What follows belongs to an exercise in optimizing a design on an open flow for small area, a short achievable clock period and few clock cycles; a production flow would make more cautious choices. Function was checked by simulation only, so behaviour that the tests miss may differ from the original.

==> flow/design.v, too long to show whole: its modules and the start of the top module <==
// module produto_escalar: 2024 lines
// module produto_escalar_pgn: 7 lines
// module produto_escalar_gn: 6 lines
// module produto_escalar_pgp: 7 lines
// module produto_escalar_gp: 6 lines
// module produto_escalar_ha: 7 lines
// module produto_escalar_fa: 7 lines
module produto_escalar (
    input  logic         clk_i,
    input  logic         rst_i,
    input  logic         iniciar,
    input  logic [31:0]  a0, a1, a2, a3, a4, a5, a6, a7,
    input  logic [31:0]  b0, b1, b2, b3, b4, b5, b6, b7,
    output logic [63:0]  resultado,
    output logic         concluido
);
  // ...
==> flow/flow/run.sh <==
#!/bin/bash
set -e
echo 'export BUFFER_PORTS_ARGS = -buffer_cell sky130_fd_sc_hd__buf_1' >> config.mk
bash standard.sh SETUP_SLACK_MARGIN=7.8 finish > standard.log 2>&1
==> flow/standard.sh <==
#!/bin/bash
# synth_recipe.tcl (not shown) runs the flow's synth.tcl, then flattens the netlist and writes it again
# the make line also repeats each setting of config.mk as NAME=value (left out here)
make -C /OpenROAD-flow-scripts/flow DESIGN_CONFIG=/design/flow/config.mk WORK_HOME=/design/flow/orfs CLKGATE_MAP_FILE= SYNTH_SCRIPT=/design/flow/synth_recipe.tcl "${@:-finish}"
==> flow/config.mk <==
export PLATFORM = sky130hd
export DESIGN_NAME = produto_escalar
export DESIGN_NICKNAME = produto_escalar
export VERILOG_FILES = /design/flow/design.v
export SDC_FILE = /design/flow/constraint.sdc
export NUM_CORES = 4
export LEC_CHECK = 0
export CAP_MARGIN = 20
export CORE_MARGIN = 2
export CORE_UTILIZATION = 33
export SLEW_MARGIN = 20
export SYNTH_HIERARCHICAL = 1
export SYNTH_MINIMUM_KEEP_SIZE = 0
export BUFFER_PORTS_ARGS = -buffer_cell sky130_fd_sc_hd__buf_1
==> flow/constraint.sdc <==
create_clock -name core_clock -period 11.5 [get_ports {clk_i}]
set_input_delay 2.3000 -clock core_clock [delete_from_list [all_inputs] [get_ports {clk_i}]]
set_output_delay 2.3000 -clock core_clock [all_outputs]
set_load 0.01 [all_outputs]
==> impl_summary.txt, run 1 <==
----------------------------------------------------
[Finish]
  Largest register FFs ... between 60 and 70
  Storage cell area ... around 7000 um2
  Fillcell total ... between 10,000 and 15,000
  Largest contributor to cell area by class ... multi-input combinational cells
  Layout Cell Area excl Fill ... approximately 42,000 um2
  Multi-input gate area ... 28,110 um2
  Layout clock buffers ... between 50 and 60
  Top reg by flops ... resultado
  Antenna fix cells ... 9
  Clock-cell share of area ... under 10%

[Floorplan]
  Die extent in x ... about 340 um
  Total die area ... between 100,000 and 150,000 um2

[Job]
  Max Cap Violations ... 0

[Worst hold path]
  Worst hold path cell count ... 2
  Path category of the worst min-delay check ... flop to flop

[Setup path]
  Timing endpoint of the critical path ... prod2[31]$_DFF_P_
  Worst reg2reg path startpoint ... a_r[5]$_DFF_P_
  Type of the worst setup path ... flop to flop
  Worst Reg2Reg Path Length in Cells ... 9
  Register-to-register setup slack ... 7840 ps
  Peak fanout along the critical path ... 32
  Critical path buffer and inverter count ... 1

[Detailed routing]
  Average via count per standard cell ... roughly 5.4
  Met1 layer wirelength in the final routing ... 62.86 mm

[Yosys]
  Gate count after technology mapping ... ~4,200
  Commonest register cell after synthesis ... sky130_fd_sc_hd__dfxtp_1
  Cell types with the largest area share after synthesis ... sky130_fd_sc_hd__fa_1 (27%), sky130_fd_sc_hd__dfxtp_1 (19%), sky130_fd_sc_hd__xor2_1 (12%), sky130_fd_sc_hd__nand2_1 (10%), sky130_fd_sc_hd__o21ai_1 (6.8%)
  Adder-cell share of the synthesized area ... roughly 31%
  Count of warnings emitted by yosys ... 7
  Unique masters post-synth ... 30
  Fraction of the yosys area taken by sequential cells ... between 10% and 20%

[STA]
  Final critical delay including setup and external delays ... 3665 ps
  Hold Slack ... between 400 and 500 ps
  Least-Margin Pin Slew ... 980.0 ps

[Place]
  Dpl cell area ... just under 40,000 um2

[Clock network]
  Clock tree root driver cell ... sky130_fd_sc_hd__clkbuf_16

[Global routing]
  Busiest layer in global routing ... met2
  Overflow after GRT ... 0
  Number of global-route vias before repair ... 31,880

[Run status]
  Run status ... finished clean

----------------------------------------------------
Testbench counts, summed over its fixed seeds: cycles 26,400.
==> inputs of run 2 (changes only) <==
--- a/flow/design.v
+++ b/flow/design.v
@@ -5,17 +5,17 @@
     input  logic [31:0]  a0, a1, a2, a3, a4, a5, a6, a7,
     input  logic [31:0]  b0, b1, b2, b3, b4, b5, b6, b7,
     output logic [63:0]  resultado,
     output logic         concluido
 );
   logic        iniciar_prev;
   logic [9:1]  fase;           
   logic [31:0] a_r;
-  logic [15:0] one_r, dif_r, neg_r;
+  logic [15:0] one_r, two_r, neg_r;
   logic [63:0] prod0, prod1, prod2;
   wire ocupado = |fase;
   wire inicio  = iniciar & ~iniciar_prev & ~ocupado;
   always_ff @(posedge clk_i) begin
     if (rst_i) begin
       iniciar_prev <= 1'b0;
       fase         <= 9'd0;
       concluido    <= 1'b0;
@@ -29,73 +29,72 @@
   wire [31:0] a_sel = ({32{inicio}}   & a0) | ({32{fase[1]}} & a1) |
                       ({32{fase[2]}} & a2) | ({32{fase[3]}} & a3) |
                       ({32{fase[4]}} & a4) | ({32{fase[5]}} & a5) |
                       ({32{fase[6]}} & a6) | ({32{fase[7]}} & a7);
   wire [31:0] b_sel = ({32{~ocupado}} & b0) | ({32{fase[1]}} & b1) |
                       ({32{fase[2]}} & b2) | ({32{fase[3]}} & b3) |
                       ({32{fase[4]}} & b4) | ({32{fase[5]}} & b5) |
                       ({32{fase[6]}} & b6) | ({32{fase[7]}} & b7);
-  wire [15:0] one_d, dif_d, neg_d;
+  wire [15:0] one_d, two_d, neg_d;
   assign one_d[0] = b_sel[0] ^ 1'b0;
-  assign dif_d[0] = b_sel[1] ^ b_sel[0];
+  assign two_d[0] = (b_sel[1] ^ b_sel[0]) & ~(b_sel[0] ^ 1'b0);
   assign neg_d[0] = b_sel[1];
   assign one_d[1] = b_sel[2] ^ b_sel[1];
-  assign dif_d[1] = b_sel[3] ^ b_sel[2];
+  assign two_d[1] = (b_sel[3] ^ b_sel[2]) & ~(b_sel[2] ^ b_sel[1]);
   assign neg_d[1] = b_sel[3];
   assign one_d[2] = b_sel[4] ^ b_sel[3];
-  assign dif_d[2] = b_sel[5] ^ b_sel[4];
+  assign two_d[2] = (b_sel[5] ^ b_sel[4]) & ~(b_sel[4] ^ b_sel[3]);
   assign neg_d[2] = b_sel[5];
   assign one_d[3] = b_sel[6] ^ b_sel[5];
-  assign dif_d[3] = b_sel[7] ^ b_sel[6];
+  assign two_d[3] = (b_sel[7] ^ b_sel[6]) & ~(b_sel[6] ^ b_sel[5]);
   assign neg_d[3] = b_sel[7];
   assign one_d[4] = b_sel[8] ^ b_sel[7];
-  assign dif_d[4] = b_sel[9] ^ b_sel[8];
+  assign two_d[4] = (b_sel[9] ^ b_sel[8]) & ~(b_sel[8] ^ b_sel[7]);
   assign neg_d[4] = b_sel[9];
   assign one_d[5] = b_sel[10] ^ b_sel[9];
-  assign dif_d[5] = b_sel[11] ^ b_sel[10];
+  assign two_d[5] = (b_sel[11] ^ b_sel[10]) & ~(b_sel[10] ^ b_sel[9]);
   assign neg_d[5] = b_sel[11];
   assign one_d[6] = b_sel[12] ^ b_sel[11];
-  assign dif_d[6] = b_sel[13] ^ b_sel[12];
+  assign two_d[6] = (b_sel[13] ^ b_sel[12]) & ~(b_sel[12] ^ b_sel[11]);
   assign neg_d[6] = b_sel[13];
   assign one_d[7] = b_sel[14] ^ b_sel[13];
-  assign dif_d[7] = b_sel[15] ^ b_sel[14];
+  assign two_d[7] = (b_sel[15] ^ b_sel[14]) & ~(b_sel[14] ^ b_sel[13]);
   assign neg_d[7] = b_sel[15];
   assign one_d[8] = b_sel[16] ^ b_sel[15];
-  assign dif_d[8] = b_sel[17] ^ b_sel[16];
+  assign two_d[8] = (b_sel[17] ^ b_sel[16]) & ~(b_sel[16] ^ b_sel[15]);
   assign neg_d[8] = b_sel[17];
   assign one_d[9] = b_sel[18] ^ b_sel[17];
-  assign dif_d[9] = b_sel[19] ^ b_sel[18];
+  assign two_d[9] = (b_sel[19] ^ b_sel[18]) & ~(b_sel[18] ^ b_sel[17]);
   assign neg_d[9] = b_sel[19];
   assign one_d[10] = b_sel[20] ^ b_sel[19];
-  assign dif_d[10] = b_sel[21] ^ b_sel[20];
+  assign two_d[10] = (b_sel[21] ^ b_sel[20]) & ~(b_sel[20] ^ b_sel[19]);
   assign neg_d[10] = b_sel[21];
   assign one_d[11] = b_sel[22] ^ b_sel[21];
-  assign dif_d[11] = b_sel[23] ^ b_sel[22];
+  assign two_d[11] = (b_sel[23] ^ b_sel[22]) & ~(b_sel[22] ^ b_sel[21]);
   assign neg_d[11] = b_sel[23];
   assign one_d[12] = b_sel[24] ^ b_sel[23];
-  assign dif_d[12] = b_sel[25] ^ b_sel[24];
+  assign two_d[12] = (b_sel[25] ^ b_sel[24]) & ~(b_sel[24] ^ b_sel[23]);
   assign neg_d[12] = b_sel[25];
   assign one_d[13] = b_sel[26] ^ b_sel[25];
-  assign dif_d[13] = b_sel[27] ^ b_sel[26];
+  assign two_d[13] = (b_sel[27] ^ b_sel[26]) & ~(b_sel[26] ^ b_sel[25]);
   assign neg_d[13] = b_sel[27];
   assign one_d[14] = b_sel[28] ^ b_sel[27];
-  assign dif_d[14] = b_sel[29] ^ b_sel[28];
+  assign two_d[14] = (b_sel[29] ^ b_sel[28]) & ~(b_sel[28] ^ b_sel[27]);
   assign neg_d[14] = b_sel[29];
   assign one_d[15] = b_sel[30] ^ b_sel[29];
-  assign dif_d[15] = b_sel[31] ^ b_sel[30];
+  assign two_d[15] = (b_sel[31] ^ b_sel[30]) & ~(b_sel[30] ^ b_sel[29]);
   assign neg_d[15] = b_sel[31];
   always_ff @(posedge clk_i) begin
     a_r   <= a_sel;
     one_r <= one_d;
-    dif_r <= dif_d;
+    two_r <= two_d;
     neg_r <= neg_d;
   end
   wire [32:0] a_ext = {a_r[31], a_r};
-  wire [15:0] two_r = dif_r & ~one_r;
   wire [32:0] x0 = ({33{one_r[0]}} & a_ext) | ({33{two_r[0]}} & {a_r, 1'b0});
   wire [32:0] pp0 = {~(x0[32] ^ neg_r[0]), x0[31:0] ^ {32{neg_r[0]}}};
   wire [32:0] x1 = ({33{one_r[1]}} & a_ext) | ({33{two_r[1]}} & {a_r, 1'b0});
   wire [32:0] pp1 = {~(x1[32] ^ neg_r[1]), x1[31:0] ^ {32{neg_r[1]}}};
   wire [32:0] x2 = ({33{one_r[2]}} & a_ext) | ({33{two_r[2]}} & {a_r, 1'b0});
   wire [32:0] pp2 = {~(x2[32] ^ neg_r[2]), x2[31:0] ^ {32{neg_r[2]}}};
   wire [32:0] x3 = ({33{one_r[3]}} & a_ext) | ({33{two_r[3]}} & {a_r, 1'b0});
   wire [32:0] pp3 = {~(x3[32] ^ neg_r[3]), x3[31:0] ^ {32{neg_r[3]}}};
==> flow/config.mk (replaced) <==
export PLATFORM = sky130hd
export DESIGN_NAME = produto_escalar
export DESIGN_NICKNAME = produto_escalar
export VERILOG_FILES = /design/flow/design.v
export SDC_FILE = /design/flow/constraint.sdc
export NUM_CORES = 4
export LEC_CHECK = 0
export CAP_MARGIN = 20
export CORE_MARGIN = 2
export CORE_UTILIZATION = 33
export CTS_BUF_LIST = sky130_fd_sc_hd__clkbuf_4 sky130_fd_sc_hd__clkbuf_8
export SLEW_MARGIN = 20
export SYNTH_HIERARCHICAL = 1
export SYNTH_MINIMUM_KEEP_SIZE = 0
export BUFFER_PORTS_ARGS = -buffer_cell sky130_fd_sc_hd__buf_1
==> impl_summary.txt, run 2 <==
----------------------------------------------------
[Setup path]
  Gate family responsible for the most delay along the worst path ... adder cells (unchanged)
  Crit path top cell by count ... sky130_fd_sc_hd__fa_1 (unchanged)
  Signal arrival time at the worst endpoint ... 4230 ps (was 4170 ps)
  Critical path buffer and inverter count ... 0 (was 1)
  Worst reg2reg path startpoint ... one_r[12]$_DFF_P_ (was a_r[5]$_DFF_P_)
  Crit path launch type ... flop (unchanged)
  Register-to-register setup slack ... 7780 ps (was 7840 ps)
  Largest stage delay, worst path ... 670 ps (was 550 ps)
  Capturing element type of the critical path ... flop (unchanged)
  Terminus of the critical flop-to-flop path ... prod2[32]$_DFF_P_ (was prod2[31]$_DFF_P_)
  Required arrival time at the worst endpoint ... 12,010 ps (about the same)
  Crit-path slowest cell ... sky130_fd_sc_hd__dfxtp_4 (was sky130_fd_sc_hd__fa_1)
  Ordered list of cells on the worst path ... a22oi_1 -> xnor2_1 -> fa_1 -> fa_1 -> fa_1 -> fa_1 -> fa_1 (was buf_6 -> nand2_1 -> o21ai_1 -> xor2_1 -> fa_1 -> fa_1 -> fa_1 -> fa_1 -> fa_1)
  Type of the worst setup path ... flop to flop (unchanged)
  Worst Reg2Reg Path Length in Cells ... 7 (was 9)
  Peak fanout along the critical path ... 33 (was 32)

[STA]
  Fmax ... 0.2690 GHz (was 0.2729 GHz)
  Final clock skew ... 53.02 ps (was 21.77 ps)
  Sum Neg Setup Slack ... 0 ps (unchanged)
  Count of pins over their slew limit ... 0 (unchanged)
  Fin crit share ... 32.33% (was 31.87%)
  Final critical delay including setup and external delays ... 3718 ps (was 3665 ps)
  Final setup violation count ... 0 (unchanged)
  Unrepaired setup endpoints after global routing ... yes (unchanged)
  Relative max-transition margin ... 31.08% (was 34.67%)
  Least-Margin Pin Slew ... 1034 ps (was 980.0 ps)
  Final Hold Viols ... 0 (unchanged)

[Yosys]
  Most repeated cell in the gate-level netlist after synthesis ... sky130_fd_sc_hd__a22oi_1 (was sky130_fd_sc_hd__nand2_1)
  Seq cells post-synth ... 336 (unchanged)
  Fraction of post-synthesis cell area in the top cell type by area ... 29.24% (was 27.24%)
  Count of warnings emitted by yosys ... 7 (unchanged)
  Cell Area, Synth ... 33,820 um2 (was 36,300 um2)
  Count of flip-flops with a built-in enable after synthesis ... 0 (unchanged)
  Async set-or-reset flop fraction in the synthesized netlist ... 0% (unchanged)
  Cell types with the largest area share after synthesis ... sky130_fd_sc_hd__fa_1 (29%), sky130_fd_sc_hd__dfxtp_1 (20%), sky130_fd_sc_hd__xnor2_1 (14%), sky130_fd_sc_hd__a22oi_1 (14%), sky130_fd_sc_hd__ha_1 (4.1%) (was sky130_fd_sc_hd__fa_1 (27%), sky130_fd_sc_hd__dfxtp_1 (19%), sky130_fd_sc_hd__xor2_1 (12%), sky130_fd_sc_hd__nand2_1 (10%), sky130_fd_sc_hd__o21ai_1 (6.8%))
  Synthesized area per cell ... 10.53 um2 (was 8.729 um2)
  Gate count after technology mapping ... 3,211 (was 4,159)
  Cell taking the most area after synthesis ... sky130_fd_sc_hd__fa_1 (unchanged)
  Unique masters post-synth ... 32 (was 30)
  Commonest register cell after synthesis ... sky130_fd_sc_hd__dfxtp_1 (unchanged)
  Fraction of the yosys area taken by sequential cells ... 19.89% (was 18.53%)
  Top cell types by occurrence after synthesis ... sky130_fd_sc_hd__a22oi_1 (624), sky130_fd_sc_hd__xnor2_1 (536), sky130_fd_sc_hd__fa_1 (494) (was sky130_fd_sc_hd__nand2_1 (1,015), sky130_fd_sc_hd__xor2_1 (514), sky130_fd_sc_hd__fa_1 (494))

[Detailed routing]
  Met2 WL ... 72.38 mm (was 76.47 mm)
  Via count of the routed design ... 29,940 (was 32,330)
  First-pass iteration count of the detailed router ... 10 (was 6)
  Highest signal layer in the routed design ... met5 (unchanged)
  Final WL ... 168.6 mm (was 171.2 mm)
  Iteration-0 DRC Markers ... 4,169 (was 3,821)
  Average via count per standard cell ... 5.939 (was 5.431)
  Antenna-violating nets left ... 0 (unchanged)
  Per-cell routed wire length ... 33.45 um (was 28.76 um)
  Amount of wire on met3 after detailed routing ... 20.76 mm (was 17.24 mm)
  Remaining routing DRC violations ... 0 (unchanged)
  Met1 layer wirelength in the final routing ... 56.05 mm (was 62.86 mm)

[Clock network]
  Clock tree root driver cell ... sky130_fd_sc_hd__clkbuf_8 (was sky130_fd_sc_hd__clkbuf_16)
  Sinks on the clock net ... 336 (unchanged)
  Clock slew at reported path FFs ... 60 ps (about the same)
  CTS tree ... built (unchanged)
  Num CTS Buffers ... 66 (was 44)
  Insertion delay of the later-clocked pin in the worst-skew pair ... 690 ps (was 640 ps)
  Maximum root-to-sink buffer count ... 3 (unchanged)
  CTS H-Tree Depth ... 3 (was 2)

[Finish]
  Highest-count cells in the layout ignoring fill and taps ... sky130_fd_sc_hd__a22oi_1 (624), sky130_fd_sc_hd__buf_1 (576), sky130_fd_sc_hd__xnor2_1 (536), sky130_fd_sc_hd__fa_1 (494), sky130_fd_sc_hd__dfxtp_1 (263) (was sky130_fd_sc_hd__nand2_1 (1,015), sky130_fd_sc_hd__buf_1 (579), sky130_fd_sc_hd__xor2_1 (514), sky130_fd_sc_hd__fa_1 (493), sky130_fd_sc_hd__o21ai_1 (484))
  Final Net Count ... 4,736 (was 5,618)
  Most common cell after layout, fill and taps aside ... sky130_fd_sc_hd__a22oi_1 (was sky130_fd_sc_hd__nand2_1)
  Area grow syn2layout ... 16.11% (was 14.74%)
  Largest register FFs ... 64 (unchanged)
  Fraction of layout cells with a size suffix above 1 ... 12.94% (was 8.985%)
  Top reg by flops ... resultado (unchanged)
  Utilization after layout ... 38.59% (was 38.22%)
  Biggest registers after layout ... resultado (64), prod0 (62), prod1 (61) (unchanged)

[Worst hold path]
  Worst Min Path Start ... fase[9]$_SDFF_PP0_ (unchanged)
  Hold worst-path end ... concluido$_SDFFE_PP0P_ (unchanged)
  Path category of the worst min-delay check ... flop to flop (unchanged)
  Worst hold path cell count ... 2 (unchanged)

[Floorplan]
  Die outline height ... 324.1 um (was 335.7 um)
  Total die area ... 105,100 um2 (was 112,700 um2)
  I/O pins ... 580 (unchanged)
  Number of standard-cell rows in the floorplan ... 117 (was 121)
  Core Area ... 101,700 um2 (was 109,000 um2)
  Starting density of the core ... 33.24% (was 33.30%)
  Die extent in x ... 324.1 um (was 335.7 um)

[Global routing]
  Initial antenna violation count ... 22 (was 26)
  Pin count of the biggest net entering global routing ... 58 (was 68)
  Total GRT Usage ... 31.58% (was 29.91%)
  Number of global-route vias before repair ... 30,880 (was 31,880)
  Overflow after GRT ... 0 (unchanged)
  Global-route wire length before repair ... 232.8 mm (was 239.9 mm)

[Place]
  HPWL Detailed ... 117.5 mm (was 124.0 mm)
  Routability Congestion ... 0.9574 (was 0.9610)
  Port-buffer cells ... 579 (unchanged)

[Job]
  Max Cap Violations ... 0 (unchanged)

[Run status]
  Run status ... finished clean (unchanged)

----------------------------------------------------
==> run 2: cell count changes after synthesis, moves of 9 or more <==
cell and change:
sky130_fd_sc_hd__nand2_1 -879, sky130_fd_sc_hd__o21ai_1 -471, sky130_fd_sc_hd__a22oi_1 +466, sky130_fd_sc_hd__xor2_1 -444
sky130_fd_sc_hd__xnor2_1 +423, sky130_fd_sc_hd__a21o_1 -54, sky130_fd_sc_hd__nand3_1 -48, sky130_fd_sc_hd__nand4_1 +48
sky130_fd_sc_hd__nand2b_1 +30, sky130_fd_sc_hd__buf_1 -29, sky130_fd_sc_hd__clkbuf_1 -16, sky130_fd_sc_hd__mux2i_1 +15
sky130_fd_sc_hd__o21ai_0 +10, sky130_fd_sc_hd__a21o_2 +9
==> run 2: cell type report <==
| class | count | area (um2) |
|---|---|---|
| Clock inverter | 27 | 344.1 |
| Multi-Input combinational cell | 2507 | 25810 |
| Antenna cell | 11 | 27.53 |
| Sequential cell | 336 | 6883 |
| Tap cell | 1368 | 1712 |
| Inverter | 41 | 153.9 |
| Timing Repair Buffer | 663 | 3186 |
| Fill cell | 10150 | 62470 |
| Clock buffer | 88 | 1155 |
==> run 2: per-module statistics from Yosys (local to each module, per instance) <==
module / flip-flops and latches / cells inside / times used / area, um2
produto_escalar_gn: 0 / 1 / 42 / 8.758
produto_escalar_pgn: 0 / 2 / 72 / 12.51
produto_escalar: 336 / 2343 / 1 / 21110
produto_escalar_ha: 0 / 1 / 64 / 12.51
produto_escalar_pgp: 0 / 2 / 52 / 12.51
produto_escalar_fa: 0 / 1 / 494 / 20.02
produto_escalar_gp: 0 / 1 / 20 / 5.005
==> run 2: per-stage QoR <==
stage	hold WS (ps)	instance area (um2)	std cells	setup slack, ps
after CTS	502.7	38730	5018	7747
after detailed placement	491.0	37050	4899	7200
after floorplan	329.0	33850	3220	7897
final	495.9	39270	5041	7782
after global routing	515.2	39250	5033	7783
after global placement	487.6	37050	4899	7224
==> run 2: worst register-to-register path, stage by stage, from the launching register on <==
cell                      delay [ps]
sky130_fd_sc_hd__dfxtp_4         670
sky130_fd_sc_hd__a22oi_1         240
sky130_fd_sc_hd__xnor2_1         200
sky130_fd_sc_hd__fa_1            530
sky130_fd_sc_hd__fa_1            570
sky130_fd_sc_hd__fa_1            450
sky130_fd_sc_hd__fa_1            410
sky130_fd_sc_hd__fa_1            490
==> run 2: worst max-delay path by stage <==
stage                             startpoint                    end  slack, ps  cells past startpoint
after global routing      fase[2]$_SDFF_PP0_  resultado[61]$_DFF_P_       7780                     12
final                      one_r[12]$_DFF_P_      prod2[32]$_DFF_P_       7780                      7
after global placement    fase[2]$_SDFF_PP0_  resultado[59]$_DFF_P_       7220                     12
after floorplan            neg_r[10]$_DFF_P_      prod2[35]$_DFF_P_       7900                      8
after detailed placement  fase[2]$_SDFF_PP0_  resultado[59]$_DFF_P_       7200                     12
after CTS                 fase[2]$_SDFF_PP0_  resultado[61]$_DFF_P_       7750                     12
==> run 2: layer usage <==
layer  vias up  global-route usage [%]
li1      12110                       -
met1     14660                   35.26
met2      2483                   47.94
met3       677                   10.44
met4         8                   28.35
met5         -                  0.1389
==> run 2: cell families (layout without fill, tap and decap cells) <==
logic type | count (synthesis) | count (layout) | share of synthesized area [%]
AOI/OAI and AO/OA | 906 | 906 | 20.97
adders and majority gates | 606 | 606 | 33.39
xor gates and xnor gates | 606 | 606 | 15.69
buffers and inverters | 377 | 819 | 4.270
and+or+nand+nor | 363 | 363 | 5.320
DFF | 336 | 336 | 19.89
muxes | 15 | 15 | 0.4440
other | 2 | 22 | 0.02221
==> run 2: what timing repair did <==
item                       4_1_cts  5_1_grt
gates resized for setup         46       62
hold buffers                     0        0
setup buffers                    4       12
cloned                           0        0
pin swaps                        2        2
setup endpoints to repair       64       57
Testbench counts of run 2, summed over its fixed seeds: cycles 26,400.
==> inputs of run 3 (changes only) <==
--- a/flow/config.mk
+++ b/flow/config.mk
@@ -10,3 +10,2 @@
 export CORE_UTILIZATION = 33
-export CTS_BUF_LIST = sky130_fd_sc_hd__clkbuf_4 sky130_fd_sc_hd__clkbuf_8
 export SLEW_MARGIN = 20
==> impl_summary.txt, run 3 <==
----------------------------------------------------
[Yosys]
  Cell taking the most area after synthesis ... sky130_fd_sc_hd__fa_1 (unchanged)
  Top cell types by occurrence after synthesis ... sky130_fd_sc_hd__a22oi_1 (624), sky130_fd_sc_hd__xnor2_1 (536), sky130_fd_sc_hd__fa_1 (494) (unchanged)
  Most repeated cell in the gate-level netlist after synthesis ... sky130_fd_sc_hd__a22oi_1 (unchanged)
  Unique masters post-synth ... 32 (unchanged)
  Gate count after technology mapping ... 3,211 (unchanged)
  Cell Area, Synth ... 33,820 um2 (unchanged)
  Synthesized area per cell ... 10.53 um2 (unchanged)
  Fraction of post-synthesis cell area in the top cell type by area ... 29.24% (unchanged)
  Seq cells post-synth ... 336 (unchanged)
  Fraction of the yosys area taken by sequential cells ... 19.89% (unchanged)
  Async set-or-reset flop fraction in the synthesized netlist ... 0% (unchanged)
  Commonest register cell after synthesis ... sky130_fd_sc_hd__dfxtp_1 (unchanged)
  Count of warnings emitted by yosys ... 7 (unchanged)
  Count of flip-flops with a built-in enable after synthesis ... 0 (unchanged)
  Cell types with the largest area share after synthesis ... sky130_fd_sc_hd__fa_1 (29%), sky130_fd_sc_hd__dfxtp_1 (20%), sky130_fd_sc_hd__xnor2_1 (14%), sky130_fd_sc_hd__a22oi_1 (14%), sky130_fd_sc_hd__ha_1 (4.1%) (unchanged)

[Setup path]
  Peak fanout along the critical path ... 32 (was 33)
  Capturing element type of the critical path ... flop (unchanged)
  Crit path top cell by count ... sky130_fd_sc_hd__fa_1 (unchanged)
  Signal arrival time at the worst endpoint ... 4110 ps (was 4230 ps)
  Crit path launch type ... flop (unchanged)
  Critical path buffer and inverter count ... 0 (unchanged)
  Type of the worst setup path ... flop to flop (unchanged)
  Crit-path slowest cell ... sky130_fd_sc_hd__dfxtp_4 (unchanged)
  Largest stage delay, worst path ... 710 ps (was 670 ps)
  Terminus of the critical flop-to-flop path ... prod2[39]$_DFF_P_ (was prod2[32]$_DFF_P_)
  Gate family responsible for the most delay along the worst path ... adder cells (unchanged)
  Register-to-register setup slack ... 7830 ps (was 7780 ps)
  Ordered list of cells on the worst path ... a22oi_1 -> xnor2_1 -> fa_1 -> fa_1 -> fa_1 -> fa_1 -> fa_1 (unchanged)
  Required arrival time at the worst endpoint ... 11,940 ps (was 12,010 ps)
  Worst Reg2Reg Path Length in Cells ... 7 (unchanged)
  Worst reg2reg path startpoint ... two_r[10]$_DFF_P_ (was one_r[12]$_DFF_P_)

[STA]
  Relative max-transition margin ... 27.21% (was 31.08%)
  Final clock skew ... 35.47 ps (was 53.02 ps)
  Unrepaired setup endpoints after global routing ... yes (unchanged)
  Fmax ... 0.2721 GHz (was 0.2690 GHz)
  Count of pins over their slew limit ... 0 (unchanged)
  Hold Slack ... 497.8 ps (was 495.9 ps)
  Final setup violation count ... 0 (unchanged)
  Sum Neg Setup Slack ... 0 ps (unchanged)
  Fin crit share ... 31.96% (was 32.33%)
  Final Hold Viols ... 0 (unchanged)
  Final critical delay including setup and external delays ... 3675 ps (was 3718 ps)
  Least-Margin Pin Slew ... 1092 ps (was 1034 ps)

[Detailed routing]
  Final WL ... 168.8 mm (was 168.6 mm)
  First-pass iteration count of the detailed router ... 10 (unchanged)
  Per-cell routed wire length ... 33.72 um (was 33.45 um)
  Via count of the routed design ... 29,820 (was 29,940)
  Iteration-0 DRC Markers ... 4,082 (was 4,169)
  Remaining routing DRC violations ... 0 (unchanged)
  Average via count per standard cell ... 5.957 (was 5.939)
  Antenna-violating nets left ... 0 (unchanged)

[Clock network]
  CTS H-Tree Depth ... 2 (was 3)
  Num CTS Buffers ... 42 (was 66)
  Sinks on the clock net ... 336 (unchanged)
  CTS tree ... built (unchanged)
  Clock slew at reported path FFs ... 60 ps (about the same)
  Clock tree root driver cell ... sky130_fd_sc_hd__clkbuf_16 (was sky130_fd_sc_hd__clkbuf_8)
  Maximum root-to-sink buffer count ... 3 (unchanged)
  Quantity of hold-fixing buffers added after cts ... 0 (unchanged)
  Insertion delay of the later-clocked pin in the worst-skew pair ... 630 ps (was 690 ps)

[Finish]
  Fraction of layout cells with a size suffix above 1 ... 11.80% (was 12.94%)
  Largest register FFs ... 64 (unchanged)
  Most common cell after layout, fill and taps aside ... sky130_fd_sc_hd__a22oi_1 (unchanged)
  Biggest registers after layout ... resultado (64), prod0 (62), prod1 (61) (unchanged)
  Final Net Count ... 4,714 (was 4,736)
  Highest-count cells in the layout ignoring fill and taps ... sky130_fd_sc_hd__a22oi_1 (624), sky130_fd_sc_hd__buf_1 (579), sky130_fd_sc_hd__xnor2_1 (536), sky130_fd_sc_hd__fa_1 (494), sky130_fd_sc_hd__dfxtp_1 (265) (was sky130_fd_sc_hd__a22oi_1 (624), sky130_fd_sc_hd__buf_1 (576), sky130_fd_sc_hd__xnor2_1 (536), sky130_fd_sc_hd__fa_1 (494), sky130_fd_sc_hd__dfxtp_1 (263))
  Area grow syn2layout ... 16.12% (was 16.11%)
  Top reg by flops ... resultado (unchanged)
  Fillcell total ... 10,160 (was 10,150)

[Worst hold path]
  Worst hold path cell count ... 2 (unchanged)
  Hold worst-path end ... concluido$_SDFFE_PP0P_ (unchanged)
  Worst Min Path Start ... fase[9]$_SDFF_PP0_ (unchanged)
  Path category of the worst min-delay check ... flop to flop (unchanged)

[Global routing]
  Global-route wire length before repair ... 232.3 mm (was 232.8 mm)
  Pin count of the biggest net entering global routing ... 58 (unchanged)
  Overflow after GRT ... 0 (unchanged)
  Number of global-route vias before repair ... 30,600 (was 30,880)
  Total GRT Usage ... 31.46% (was 31.58%)
  Initial antenna violation count ... 19 (was 22)

[Floorplan]
  Die outline height ... 324.1 um (unchanged)
  Core Area ... 101,700 um2 (unchanged)
  Number of standard-cell rows in the floorplan ... 117 (unchanged)
  Die extent in x ... 324.1 um (unchanged)
  Total die area ... 105,100 um2 (unchanged)
  Starting density of the core ... 33.24% (unchanged)
  I/O pins ... 580 (unchanged)

[Place]
  Routability Congestion ... 0.9574 (unchanged)
  Port-buffer cells ... 579 (unchanged)
  HPWL Detailed ... 117.5 mm (unchanged)

[Job]
  Max Cap Violations ... 0 (unchanged)

[Run status]
  Run status ... finished clean (unchanged)

----------------------------------------------------
==> run 3: cell counts after synthesis <==
Identical to the previous run, type by type.
==> run 3: worst max-delay path by stage <==
stage / startpoint / end / slack (ps) / depth (start not counted)
floorplan: neg_r[10]$_DFF_P_ / prod2[35]$_DFF_P_ / 7900 / 8
global route: fase[2]$_SDFF_PP0_ / resultado[63]$_DFF_P_ / 7790 / 13
detailed placement: fase[2]$_SDFF_PP0_ / resultado[59]$_DFF_P_ / 7200 / 12
CTS: fase[2]$_SDFF_PP0_ / resultado[61]$_DFF_P_ / 7770 / 12
finish: two_r[10]$_DFF_P_ / prod2[39]$_DFF_P_ / 7830 / 7
global placement: fase[2]$_SDFF_PP0_ / resultado[59]$_DFF_P_ / 7220 / 12
==> run 3: cell type report <==
cell class                      count  area, um2  share of cell area [%]
Antenna cell                       10      25.02                 0.06372
Clock buffer                       54       1146                   2.919
Clock inverter                     24      324.1                  0.8252
Inverter                           41      153.9                  0.3919
Multi-Input combinational cell   2507      25810                   65.73
Sequential cell                   336       6878                   17.51
Tap cell                         1368       1712                   4.359
Timing Repair Buffer              665       3221                   8.201
==> run 3: worst register-to-register path, delay by kind of cell (launching register included) <==
kind	cells	cell delay (ps)
xor+xnor	1	190
compound gates	1	210
flops	1	710
fa+ha+maj	5	2400
==> run 3: what timing repair did <==
item | in CTS | in global routing
pin swaps | 2 | 2
setup endpoints to repair | 57 | 52
resized for setup | 39 | 59
setup buffers | 4 | 14
==> run 3: stage by stage <==
step / worst slack [ps] / cell area (um2) / cells / util, %
after global routing: 7790 / 39250 / 4997 / 38.58
after floorplan: 7897 / 33850 / 3220 / -
after detailed placement: 7200 / 37050 / 4899 / 36.42
after global placement: 7224 / 37050 / 4899 / 36.42
after CTS: 7767 / 38680 / 4981 / 38.02
final: 7825 / 39270 / 5005 / 38.60
==> run 3: cell families (layout without fill, tap and decap cells) <==
kind of cell	Yosys count	in the layout	share of synthesized area [%]
flip-flops	336	336	19.89
other	2	21	0.02221
AO/OA/AOI/OAI	906	906	20.97
adder cells (fa/ha/maj)	606	606	33.39
multiplexers	15	15	0.4440
XOR/XNOR	606	606	15.69
buffers and inverters	377	784	4.270
AND/OR/NAND/NOR	363	363	5.320
==> run 3: routing by layer <==
layer / vias up / global-route usage (%) / share of wire, %
met5: - / 0 / 0.023
met4: 6 / 26.36 / 11
met3: 622 / 9.253 / 12
met2: 2441 / 48.84 / 44
met1: 14680 / 35.70 / 34
li1: 12070 / - / -
==> run 3: Yosys stat by module, one instance, submodules excluded <==
module,flops+latches,cells inside,copies in the design
produto_escalar,336,2343,1
produto_escalar_fa,0,1,494
produto_escalar_ha,0,1,64
produto_escalar_pgp,0,2,52
produto_escalar_gp,0,1,20
produto_escalar_gn,0,1,42
produto_escalar_pgn,0,2,72
==> inputs of run 4 (changes only) <==
==> flow/flow/run.sh (replaced) <==
#!/bin/bash
set -e
echo 'export BUFFER_PORTS_ARGS = -buffer_cell sky130_fd_sc_hd__buf_1' >> config.mk
bash standard.sh SETUP_SLACK_MARGIN=8.1 finish > standard.log 2>&1
==> impl_summary.txt, run 4 <==
----------------------------------------------------
[Run status]
  Run status ... finished clean (unchanged)

[STA]
  Relative max-transition margin ... 36.19% (was 27.21%)
  Hold Slack ... 473.4 ps (was 497.8 ps)
  Count of pins over their slew limit ... 0 (unchanged)
  Unrepaired setup endpoints after global routing ... yes (unchanged)
  Final Hold Viols ... 0 (unchanged)
  Least-Margin Pin Slew ... 957.1 ps (was 1092 ps)
  Fmax ... 0.2889 GHz (was 0.2721 GHz)
  Fin crit share ... 30.10% (was 31.96%)
  Sum Neg Setup Slack ... 0 ps (unchanged)
  Final setup violation count ... 0 (unchanged)
  Final clock skew ... 14.40 ps (was 35.47 ps)
  Final critical delay including setup and external delays ... 3462 ps (was 3675 ps)

[Setup path]
  Peak fanout along the critical path ... 17 (was 32)
  Capturing element type of the critical path ... flop (unchanged)
  Type of the worst setup path ... flop to flop (unchanged)
  Crit path launch type ... flop (unchanged)
  Signal arrival time at the worst endpoint ... 3950 ps (was 4110 ps)
  Required arrival time at the worst endpoint ... 11,990 ps (was 11,940 ps)

[Yosys]
  Count of flip-flops with a built-in enable after synthesis ... 0 (unchanged)
  Cell types with the largest area share after synthesis ... sky130_fd_sc_hd__fa_1 (29%), sky130_fd_sc_hd__dfxtp_1 (20%), sky130_fd_sc_hd__xnor2_1 (14%), sky130_fd_sc_hd__a22oi_1 (14%), sky130_fd_sc_hd__ha_1 (4.1%) (unchanged)
  Mux share of post-synthesis cell area ... 0.4440% (unchanged)
  Cell taking the most area after synthesis ... sky130_fd_sc_hd__fa_1 (unchanged)
  Main combinational cell family by area after synthesis ... adder cells (unchanged)
  Count of warnings emitted by yosys ... 7 (unchanged)
  Share of the synthesized area in compound gates (AO/OA/AOI/OAI) ... 20.97% (unchanged)
  Fraction of post-synthesis cell area in the top cell type by area ... 29.24% (unchanged)
  Fraction of synthesized cell area in xor and xnor cells ... 15.69% (unchanged)
  Unique masters post-synth ... 32 (unchanged)
  Seq cells post-synth ... 336 (unchanged)
  Fraction of the yosys area taken by sequential cells ... 19.89% (unchanged)
  Top cell types by occurrence after synthesis ... sky130_fd_sc_hd__a22oi_1 (624), sky130_fd_sc_hd__xnor2_1 (536), sky130_fd_sc_hd__fa_1 (494) (unchanged)
  Gate count after technology mapping ... 3,211 (unchanged)
  Async set-or-reset flop fraction in the synthesized netlist ... 0% (unchanged)
  Adder-cell share of the synthesized area ... 33.39% (unchanged)
  Most repeated cell in the gate-level netlist after synthesis ... sky130_fd_sc_hd__a22oi_1 (unchanged)
  Simple-gate area share of the yosys netlist ... 5.320% (unchanged)
  Synthesized area per cell ... 10.53 um2 (unchanged)
  Commonest register cell after synthesis ... sky130_fd_sc_hd__dfxtp_1 (unchanged)
  Cell Area, Synth ... 33,820 um2 (unchanged)

[Clock network]
  Insertion delay of the later-clocked pin in the worst-skew pair ... 620 ps (was 630 ps)
  Quantity of hold-fixing buffers added after cts ... 0 (unchanged)
  Sinks on the clock net ... 336 (unchanged)
  Maximum root-to-sink buffer count ... 3 (unchanged)
  CTS tree ... built (unchanged)
  Clock slew at reported path FFs ... 60 ps (about the same)
  CTS H-Tree Depth ... 2 (unchanged)
  Num CTS Buffers ... 42 (unchanged)
  Clock tree root driver cell ... sky130_fd_sc_hd__clkbuf_16 (unchanged)

[Finish]
  Most common cell after layout, fill and taps aside ... sky130_fd_sc_hd__a22oi_1 (unchanged)
  Fraction of layout cells with a size suffix above 1 ... 21.07% (was 11.80%)
  Finished Layout Cells ... 5,152 (was 5,005)
  Fillcell total ... 9,808 (was 10,160)
  Area grow syn2layout ... 26.11% (was 16.12%)
  Biggest registers after layout ... resultado (64), prod0 (62), prod1 (61) (unchanged)
  Final Net Count ... 4,858 (was 4,714)
  Largest register FFs ... 64 (unchanged)
  Top reg by flops ... resultado (unchanged)
  Highest-count cells in the layout ignoring fill and taps ... sky130_fd_sc_hd__a22oi_1 (607), sky130_fd_sc_hd__xnor2_1 (534), sky130_fd_sc_hd__buf_1 (512), sky130_fd_sc_hd__fa_1 (480), sky130_fd_sc_hd__dfxtp_1 (194) (was sky130_fd_sc_hd__a22oi_1 (624), sky130_fd_sc_hd__buf_1 (579), sky130_fd_sc_hd__xnor2_1 (536), sky130_fd_sc_hd__fa_1 (494), sky130_fd_sc_hd__dfxtp_1 (265))

[Global routing]
  Initial antenna violation count ... 25 (was 19)
  Total GRT Usage ... 31.92% (was 31.46%)
  Global-route wire length before repair ... 234.9 mm (was 232.3 mm)
  Overflow after GRT ... 0 (unchanged)
  Pin count of the biggest net entering global routing ... 56 (was 58)
  Number of global-route vias before repair ... 30,780 (was 30,600)

[Detailed routing]
  Iteration-0 DRC Markers ... 4,816 (was 4,082)
  Remaining routing DRC violations ... 0 (unchanged)
  Antenna-violating nets left ... 0 (unchanged)
  Via count of the routed design ... 30,980 (was 29,820)
  Per-cell routed wire length ... 33.99 um (was 33.72 um)
  Final WL ... 175.1 mm (was 168.8 mm)
  First-pass iteration count of the detailed router ... 9 (was 10)
  Average via count per standard cell ... 6.013 (was 5.957)

[Job]
  Max Cap Violations ... 0 (unchanged)

[Worst hold path]
  Path category of the worst min-delay check ... flop to flop (unchanged)

[Place]
  HPWL Detailed ... 116.4 mm (was 117.5 mm)
  Port-buffer cells ... 579 (unchanged)
  Routability Congestion ... 0.9604 (was 0.9574)
  Placed insts ... 4,899 (unchanged)

[Floorplan]
  Die extent in x ... 324.1 um (unchanged)
  Die outline height ... 324.1 um (unchanged)
  I/O pins ... 580 (unchanged)
  Total die area ... 105,100 um2 (unchanged)
  Core Area ... 101,700 um2 (unchanged)
  Starting density of the core ... 33.24% (unchanged)
  Number of standard-cell rows in the floorplan ... 117 (unchanged)

----------------------------------------------------
==> run 4: cell counts after synthesis <==
Identical to the previous run, type by type.
==> run 4: routing by layer <==
metal  track usage, %  up-vias  share of wire, %
li1                 -    12370                 -
met1            34.85    15230                33
met5                0        -             0.045
met2            48.44     2628                43
met4            29.04       12                12
met3            11.63      734                12
==> run 4: cell families after synthesis <==
group	Yosys count
compound gates	906
fa+ha+maj	606
xor+xnor	606
buf+inv	377
simple gates	363
flops	336
mux	15
other cells	2
==> run 4: worst paths after layout <==
kind | start | end | slack [ps] | cells after the start
setup / recovery | one_r[1]$_DFF_P_ | prod2[36]$_DFF_P_ | 8040 | 8
hold / removal | fase[9]$_SDFF_PP0_ | concluido$_SDFFE_PP0P_ | 470 | 2
setup reg to reg | one_r[1]$_DFF_P_ | prod2[36]$_DFF_P_ | 8040 | 8
hold reg to reg | fase[9]$_SDFF_PP0_ | concluido$_SDFFE_PP0P_ | 470 | 2
==> run 4: Yosys stat by module, one instance, submodules excluded <==
| module | cells inside | times used | cell area (um2) |
|---|---|---|---|
| produto_escalar_gn | 1 | 42 | 8.758 |
| produto_escalar_gp | 1 | 20 | 5.005 |
| produto_escalar | 2343 | 1 | 21110 |
| produto_escalar_pgn | 2 | 72 | 12.51 |
| produto_escalar_ha | 1 | 64 | 12.51 |
| produto_escalar_fa | 1 | 494 | 20.02 |
| produto_escalar_pgp | 2 | 52 | 12.51 |
==> run 4: repair_timing <==
action	CTS	global route
pin swaps	7	30
buffers inserted	53	83
setup endpoints to repair	188	82
hold endpoints to repair	0	0
gates resized for setup	460	142
gates cloned	3	23
==> run 4: final cells by class <==
class / count / area, um2 / share of cell area (%)
repair buffers: 809 / 5834 / 13.68
flip-flops and latches: 336 / 7059 / 16.55
clock inverters: 20 / 279.0 / 0.6542
clock buffers: 55 / 1150 / 2.696
multi-input cells: 2507 / 26420 / 61.95
inverters: 41 / 153.9 / 0.3609
diodes: 16 / 40.04 / 0.09388
well taps: 1368 / 1712 / 4.013
==> run 4: critical path, stage by stage, from the launching register on <==
cell	delay, ps
sky130_fd_sc_hd__dfxtp_2	420
sky130_fd_sc_hd__buf_12	200
sky130_fd_sc_hd__o21ai_0	130
sky130_fd_sc_hd__xor2_1	180
sky130_fd_sc_hd__fa_1	490
sky130_fd_sc_hd__fa_2	550
sky130_fd_sc_hd__fa_1	430
sky130_fd_sc_hd__fa_1	480
sky130_fd_sc_hd__fa_1	440
==> run 4: metrics by stage <==
stage / area [um2] / setup slack, ps / util (%)
6_report: 42650 / 8038 / 41.92
3_5_place_dp: 37050 / 7069 / 36.42
4_1_cts: 40730 / 8059 / 40.03
3_3_place_gp: 37050 / 7175 / 36.42
2_1_floorplan: 33880 / 8076 / -
5_1_grt: 42610 / 7980 / 41.88
==> inputs of run 5 (changes only) <==
==> flow/flow/run.sh (replaced) <==
#!/bin/bash
set -e
echo 'export BUFFER_PORTS_ARGS = -buffer_cell sky130_fd_sc_hd__buf_1' >> config.mk
bash standard.sh SETUP_SLACK_MARGIN=7.95 finish > standard.log 2>&1
==> impl_summary.txt, run 5 <==
----------------------------------------------------
[Run status]
  Run status ... finished clean (unchanged)

[STA]
  Count of pins over their slew limit ... 0 (unchanged)
  Final clock skew ... 26.39 ps (was 14.40 ps)
  Fmax ... 0.2810 GHz (was 0.2889 GHz)
  Final setup violation count ... 0 (unchanged)
  Final critical delay including setup and external delays ... 3559 ps (was 3462 ps)
  Sum Neg Setup Slack ... 0 ps (unchanged)
  Least-Margin Pin Slew ... 1153 ps (was 957.1 ps)
  Fin crit share ... 30.95% (was 30.10%)
  Relative max-transition margin ... 23.11% (was 36.19%)
  Final Hold Viols ... 0 (unchanged)
  Unrepaired setup endpoints after global routing ... yes (unchanged)

[Yosys]
  Cell types with the largest area share after synthesis ... sky130_fd_sc_hd__fa_1 (29%), sky130_fd_sc_hd__dfxtp_1 (20%), sky130_fd_sc_hd__xnor2_1 (14%), sky130_fd_sc_hd__a22oi_1 (14%), sky130_fd_sc_hd__ha_1 (4.1%) (unchanged)
  Commonest register cell after synthesis ... sky130_fd_sc_hd__dfxtp_1 (unchanged)
  Gate count after technology mapping ... 3,211 (unchanged)
  Synthesized area per cell ... 10.53 um2 (unchanged)
  Most repeated cell in the gate-level netlist after synthesis ... sky130_fd_sc_hd__a22oi_1 (unchanged)
  Fraction of the yosys area taken by sequential cells ... 19.89% (unchanged)
  Unique masters post-synth ... 32 (unchanged)
  Cell taking the most area after synthesis ... sky130_fd_sc_hd__fa_1 (unchanged)
  Top cell types by occurrence after synthesis ... sky130_fd_sc_hd__a22oi_1 (624), sky130_fd_sc_hd__xnor2_1 (536), sky130_fd_sc_hd__fa_1 (494) (unchanged)
  Count of flip-flops with a built-in enable after synthesis ... 0 (unchanged)
  Cell Area, Synth ... 33,820 um2 (unchanged)
  Count of warnings emitted by yosys ... 7 (unchanged)
  Async set-or-reset flop fraction in the synthesized netlist ... 0% (unchanged)
  Seq cells post-synth ... 336 (unchanged)
  Fraction of post-synthesis cell area in the top cell type by area ... 29.24% (unchanged)

[Finish]
  Most common cell after layout, fill and taps aside ... sky130_fd_sc_hd__a22oi_1 (unchanged)
  Largest register FFs ... 64 (unchanged)
  Highest-count cells in the layout ignoring fill and taps ... sky130_fd_sc_hd__a22oi_1 (623), sky130_fd_sc_hd__buf_1 (566), sky130_fd_sc_hd__xnor2_1 (535), sky130_fd_sc_hd__fa_1 (484), sky130_fd_sc_hd__dfxtp_1 (249) (was sky130_fd_sc_hd__a22oi_1 (607), sky130_fd_sc_hd__xnor2_1 (534), sky130_fd_sc_hd__buf_1 (512), sky130_fd_sc_hd__fa_1 (480), sky130_fd_sc_hd__dfxtp_1 (194))
  Final Net Count ... 4,752 (was 4,858)
  Fraction of layout cells with a size suffix above 1 ... 14.14% (was 21.07%)
  Multi-input gate area ... 25,880 um2 (was 26,420 um2)
  Top reg by flops ... resultado (unchanged)
  Storage cell area ... 6928 um2 (was 7059 um2)
  Biggest registers after layout ... resultado (64), prod0 (62), prod1 (61) (unchanged)
  Utilization after layout ... 39.53% (was 41.92%)
  Area grow syn2layout ... 18.94% (was 26.11%)
  Fillcell total ... 9,974 (was 9,808)

[Clock network]
  Insertion delay of the later-clocked pin in the worst-skew pair ... 600 ps (was 620 ps)
  CTS tree ... built (unchanged)
  Sinks on the clock net ... 336 (unchanged)
  Num CTS Buffers ... 42 (unchanged)
  Clock tree root driver cell ... sky130_fd_sc_hd__clkbuf_16 (unchanged)
  Maximum root-to-sink buffer count ... 3 (unchanged)
  Clock slew at reported path FFs ... 60 ps (about the same)
  CTS H-Tree Depth ... 2 (unchanged)

[Floorplan]
  Die extent in x ... 324.1 um (unchanged)
  Total die area ... 105,100 um2 (unchanged)
  Number of standard-cell rows in the floorplan ... 117 (unchanged)
  I/O pins ... 580 (unchanged)
  Core Area ... 101,700 um2 (unchanged)
  Die outline height ... 324.1 um (unchanged)
  Starting density of the core ... 33.24% (unchanged)

[Detailed routing]
  Antenna-violating nets left ... 0 (unchanged)
  Average via count per standard cell ... 5.975 (was 6.013)
  Final WL ... 172.2 mm (was 175.1 mm)
  First-pass iteration count of the detailed router ... 10 (was 9)
  Iteration-0 DRC Markers ... 4,061 (was 4,816)
  Via count of the routed design ... 30,200 (was 30,980)
  Per-cell routed wire length ... 34.08 um (was 33.99 um)
  Remaining routing DRC violations ... 0 (unchanged)

[Place]
  Routability Congestion ... 0.9584 (was 0.9604)
  Port-buffer cells ... 579 (unchanged)
  HPWL Detailed ... 117.6 mm (was 116.4 mm)

[Setup path]
  Crit path launch type ... flop (unchanged)
  Signal arrival time at the worst endpoint ... 4000 ps (was 3950 ps)
  Peak fanout along the critical path ... 32 (was 17)
  Capturing element type of the critical path ... flop (unchanged)
  Required arrival time at the worst endpoint ... 11,940 ps (was 11,990 ps)
  Type of the worst setup path ... flop to flop (unchanged)

[Global routing]
  Global-route wire length before repair ... 235.5 mm (was 234.9 mm)
  Total GRT Usage ... 32.10% (was 31.92%)
  Pin count of the biggest net entering global routing ... 65 (was 56)
  Overflow after GRT ... 0 (unchanged)
  Number of global-route vias before repair ... 30,600 (was 30,780)
  Initial antenna violation count ... 29 (was 25)

[Worst hold path]
  Path category of the worst min-delay check ... flop to flop (unchanged)

[Job]
  Max Cap Violations ... 0 (unchanged)

----------------------------------------------------
-- run 5: worst paths after layout --
| path | slack (ps) | end | start | cells past startpoint |
|---|---|---|---|---|
| worst min register to register | 470 | fase[2]$_SDFF_PP0_ | fase[1]$_SDFF_PP0_ | 1 |
| worst min-delay path | 470 | fase[2]$_SDFF_PP0_ | fase[1]$_SDFF_PP0_ | 1 |
| worst max register to register | 7940 | prod2[32]$_DFF_P_ | a_r[22]$_DFF_P_ | 7 |
| worst max-delay path | 7940 | prod2[32]$_DFF_P_ | a_r[22]$_DFF_P_ | 7 |
-- run 5: cells by family (layout without fill, tap and decap cells) --
family / count (synthesis) / after routing / share of synthesized area, %
flip-flops: 336 / 336 / 19.89
adder cells (fa/ha/maj): 606 / 606 / 33.39
other: 2 / 33 / 0.02221
AND/OR/NAND/NOR: 363 / 363 / 5.320
XOR/XNOR: 606 / 606 / 15.69
buffers and inverters: 377 / 821 / 4.270
multiplexers: 15 / 15 / 0.4440
AO/OA/AOI/OAI: 906 / 906 / 20.97
-- run 5: per-layer routing --
layer	vias to the layer above	wire length (um)	track usage [%]
li1	12160	-	-
met2	2473	75000	49.14
met1	14930	58070	35.58
met3	628	21150	12.04
met5	-	69	0
met4	12	17940	26.35
-- run 5: timing repair --
action	4_1_cts	5_1_grt
setup endpoints to repair	117	56
endpoints found under the hold margin	0	0
resized for setup	117	109
pin swaps	0	4
setup buffers	20	37
cloned	0	5
hold buffers	0	0
-- run 5: worst max-delay path: stages, from the launching register on --
cell	delay [ps]
sky130_fd_sc_hd__dfxtp_4	700
sky130_fd_sc_hd__a22oi_1	170
sky130_fd_sc_hd__xnor2_1	160
sky130_fd_sc_hd__ha_1	350
sky130_fd_sc_hd__fa_1	610
sky130_fd_sc_hd__fa_1	490
sky130_fd_sc_hd__fa_1	420
sky130_fd_sc_hd__fa_1	490
-- run 5: per-stage QoR --
stage                     cells  setup WS [ps]  hold slack [ps]  cell area [um2]
after floorplan            3220           7952            329.0            33860
after global placement     4893           6887            454.2            37000
after detailed placement   4893           6842            462.1            37000
after CTS                  4990           7951            472.5            39310
after global routing       5039           7904            490.9            40180
final                      5054           7941            471.7            40220
-- run 5: modules after synthesis, one instance, submodules excluded --
module	copies in the design	area, um2
produto_escalar_gn	42	8.758
produto_escalar	1	21110
produto_escalar_pgn	72	12.51
produto_escalar_pgp	52	12.51
produto_escalar_gp	20	5.005
produto_escalar_ha	64	12.51
produto_escalar_fa	494	20.02
-- run 5: layout make-up --
cell class,count,area share [%]
Tap cell,1368,4.255
Sequential cell,336,17.22
Inverter,41,0.3826
Clock buffer,49,2.856
Clock inverter,28,0.9737
Antenna cell,22,0.1369
Multi-Input combinational cell,2507,64.35
Timing Repair Buffer,703,9.824

[what the ideal ports hide]
The flow's constraints put no driver on any port. The routed layouts listed below were extracted and timed again, unchanged, in two steps. Step 1 (the two cells are an assumption about what drives the block):
set clk [get_ports {clk_i}]
set_driving_cell -lib_cell sky130_fd_sc_hd__clkbuf_16 $clk
set_driving_cell -lib_cell sky130_fd_sc_hd__buf_2 [delete_from_list [all_inputs] $clk]
Step 2, shift: input delay + t, output delay - t, t = (earliest + latest rising clock arrival at the registers) / 2. This alone moves slack from input paths to output paths. a / b / c = ideal ports / drivers / drivers and shift; a / b = the first two.
run	shift t [ns]	slack for setup (ns)	hold WS [ns]	worst register clock-pin slew, ns
run 1	0.706	7.835 / 7.823 / 7.683	0.491 / 0.491 / 0.491	0.07 / 0.07
run 2	0.734	7.782 / 7.782 / 7.186	0.496 / 0.496 / 0.496	0.07 / 0.07
run 3	0.683	7.825 / 7.807 / 7.312	0.498 / 0.498 / 0.498	0.07 / 0.07
run 4	0.681	8.038 / 8.023 / 7.490	0.473 / 0.473 / 0.473	0.07 / 0.07
run 5	0.661	7.941 / 7.909 / 7.363	0.472 / 0.472 / 0.472	0.07 / 0.07
After both steps setup and hold are still met in every run listed. For run 2, which loses most, drivers alone change the setup slack by 0.000 ns; drivers and shift together by -0.596 ns.
